From an optimization exercise on the open Yosys and OpenROAD flow, aimed at small area; shortcuts taken in it are not production practice.
In this exercise RTL edits were held to simulation tests only and were not proved equivalent to the original.

## processing_element
module processing_element(activation, weight, out, clk, rst);
clock: 6.5 ns
lec_check: 0
cap_margin: 0
core_margin: 2
core_utilization: 40
cts_buf_list: sky130_fd_sc_hd__clkbuf_8
gpl_timing_driven: 0
slew_margin: 0
synth_hierarchical: 1
standard.sh (not shown) runs the stock make flow with config.mk's settings and CLKGATE_MAP_FILE= SYNTH_SCRIPT=/design/flow/synth_recipe.tcl, a recipe that flattens the netlist after the stock synthesis.
==> flow/flow/run.sh <==
#!/bin/bash
# The standard layout (standard.sh, unchanged synthesis) with a few ORFS knobs:
#  - ports buffered with the smallest buffer instead of ORFS's default pick,
#  - synthesis buffers removed before placement (repair_design re-buffers),
#  - power recovery (downsizing of non-critical cells) after global routing,
#  - CTS without dummy load cells.
# All tool output goes to standard_flow.log here and ORFS's own logs under orfs/logs.
set -euo pipefail
export BUFFER_PORTS_ARGS="-buffer_cell sky130_fd_sc_hd__buf_1"
export REMOVE_ABC_BUFFERS=1
export RECOVER_POWER=100
export CTS_ARGS="-sink_clustering_enable -repair_clock_nets -buf_list sky130_fd_sc_hd__clkbuf_8 -dont_use_dummy_load"
bash standard.sh > standard_flow.log 2>&1
Edit:
--- a/flow/design.v
+++ b/flow/design.v
@@ -3,29 +3,19 @@
           SPECIAL_CASE = 0,
           FRACTIONAL_BITS = 8,
           BIT_SIZE = 16;
 output reg signed [BIT_SIZE-1:0] out;
 input [BIT_SIZE-1:0] activation, weight;
 input clk, rst;
 reg [23:0] s_n;        
 reg [15:0] d1, d2, d3, d4;   
-function [6:0] lfsr_state;
-  input integer k;
-  integer i;
-  begin
-    lfsr_state = 7'd0;
-    for (i = 0; i < k; i = i + 1)
-      lfsr_state = {lfsr_state[5:0], ~(lfsr_state[6] ^ lfsr_state[5])};
-  end
-endfunction
-localparam [6:0] LAST = lfsr_state(NON_ZERO_WEIGHTS - 1);
 reg [6:0] cnt;       
 reg valid;           
-wire load = (cnt == 7'd0);
+wire load = (cnt == 0);
 wire [23:0] nxt;
 wire one1;
 wire two2;
 wire neg3;
 wire none4;
 wire ntwo5;
 wire nx6;
 wire nx7;
@@ -1292,18 +1282,18 @@
   d2 <= d1;
   d3 <= d2;
   d4 <= d3;
   if (!rst) begin
     cnt <= 0;
     valid <= 1'b0;
     out <= 0;
   end else begin
-    cnt <= (cnt == LAST) ? 7'd0 : {cnt[5:0], ~(cnt[6] ^ cnt[5])};
-    valid <= valid | cnt[3];    
+    cnt <= (cnt == NON_ZERO_WEIGHTS - 1) ? 7'd0 : cnt + 7'd1;
+    valid <= valid | (cnt == 4);
     out <= valid ? ~d4 : 16'd0;
   end
 end
 endmodule
 module pe_fa(a, b, c, s, co);
 input a, b, c;
 output s, co;
 assign s = a ^ b ^ c;
Result: Setup slack is better by 49 ps. Count of clock-buffer cells in the layout does not change. Critical path depth is lower by 1. Via count is higher by 2.1%. Global-route usage fell by 0.31 points. Hold slack gets better by 11 ps. Synthesized cell count climbs by 2.5%. Design area climbs by 0.92%. Register-to-register slack gains 130 ps.

--- another note on this design; it stands on its own ---

// processing_element
module processing_element(activation, weight, out, clk, rst);
export LEC_CHECK = 0
export CAP_MARGIN = 20
export CORE_MARGIN = 2
export CORE_UTILIZATION = 40
export CTS_BUF_LIST = sky130_fd_sc_hd__clkbuf_8
export GPL_TIMING_DRIVEN = 0
export SLEW_MARGIN = 20
export SYNTH_HIERARCHICAL = 1
create_clock -name core_clock -period 6.5 [get_ports {clk}]
standard.sh (not shown) runs the stock make flow with config.mk's settings and CLKGATE_MAP_FILE= SYNTH_SCRIPT=/design/flow/synth_recipe.tcl, a recipe that flattens the netlist after the stock synthesis.
==> flow/flow/run.sh <==
#!/bin/bash
# Standard layout; ports buffered with a small buffer, synthesis buffers removed before placement.
set -euo pipefail
export BUFFER_PORTS_ARGS="-buffer_cell sky130_fd_sc_hd__buf_1"
export REMOVE_ABC_BUFFERS=1
export RECOVER_POWER=100
export CTS_ARGS="-sink_clustering_enable -sink_clustering_size 30 -sink_clustering_max_diameter 200 -buf_list sky130_fd_sc_hd__clkbuf_16 -repair_clock_nets"
bash standard.sh > standard_flow.log 2>&1
==> next run, changes <==
==> flow/flow/run.sh (replaced) <==
#!/bin/bash
# Standard layout; ports buffered with a small buffer, synthesis buffers removed before placement.
set -euo pipefail
export BUFFER_PORTS_ARGS="-buffer_cell sky130_fd_sc_hd__buf_1"
export REMOVE_ABC_BUFFERS=1
export RECOVER_POWER=100
export CTS_ARGS="-buf_list sky130_fd_sc_hd__clkbuf_16 -repair_clock_nets"
bash standard.sh > standard_flow.log 2>&1
Outcome: Global-route usage stays the same; cell area does not change.
==> next run, changes <==
==> flow/flow/run.sh (replaced) <==
#!/bin/bash
# Standard layout; ports buffered with a small buffer, synthesis buffers removed before placement.
set -euo pipefail
export BUFFER_PORTS_ARGS="-buffer_cell sky130_fd_sc_hd__buf_1"
export REMOVE_ABC_BUFFERS=1
bash standard.sh > standard_flow.log 2>&1
Final area fell slightly.
Non-clock buffer count does not change.
Clock-buffer cell count increases by 1.
Final cell count is unchanged.
Utilization drops by 0.35 points.
Worst setup slack improved by 58 ps.

[static timing again, ports no longer ideal]
No port has a modelled driver above. Below, the same layouts with a new extraction and two added sets of constraints. Step 1: set_driving_cell puts a clkbuf_16 on clk and a buf_2 on each other input, an assumption about the parent block. Step 2, shift: input delay + t, output delay - t, t = (earliest + latest rising clock arrival at the registers) / 2. This alone moves slack from input paths to output paths. Slacks: ideal / step 1 / step 2; pairs: ideal / step 1.
| run | t (ns) | setup WS [ns] | hold slack, ns | latest minus earliest clock arrival (ns) | worst data-port slew with drivers (ns) |
|---|---|---|---|---|---|
| the first run of note 1 | 0.383 | 0.272 / 0.276 / -0.107 | 0.302 / 0.302 / 0.302 | 0.045 / 0.045 | 0.04 |
| the second run of note 1 | 0.379 | 0.321 / 0.334 / -0.045 | 0.313 / 0.313 / 0.313 | 0.032 / 0.032 | 0.03 |
| the first run of note 2 | 0.373 | 0.282 / 0.297 / -0.076 | 0.320 / 0.320 / 0.320 | 0.010 / 0.010 | 0.04 |
| the second run of note 2 | 0.373 | 0.282 / 0.297 / -0.076 | 0.320 / 0.320 / 0.320 | 0.010 / 0.010 | 0.04 |
| the third run of note 2 | 0.395 | 0.339 / 0.352 / -0.043 | 0.320 / 0.320 / 0.320 | 0.020 / 0.020 | 0.04 |
With both steps, setup timing fails in every run listed, where it was met with ideal ports. The setup slack of the third run of note 2, which loses most, moves by +0.013 ns with the drivers and by -0.382 ns with both steps.
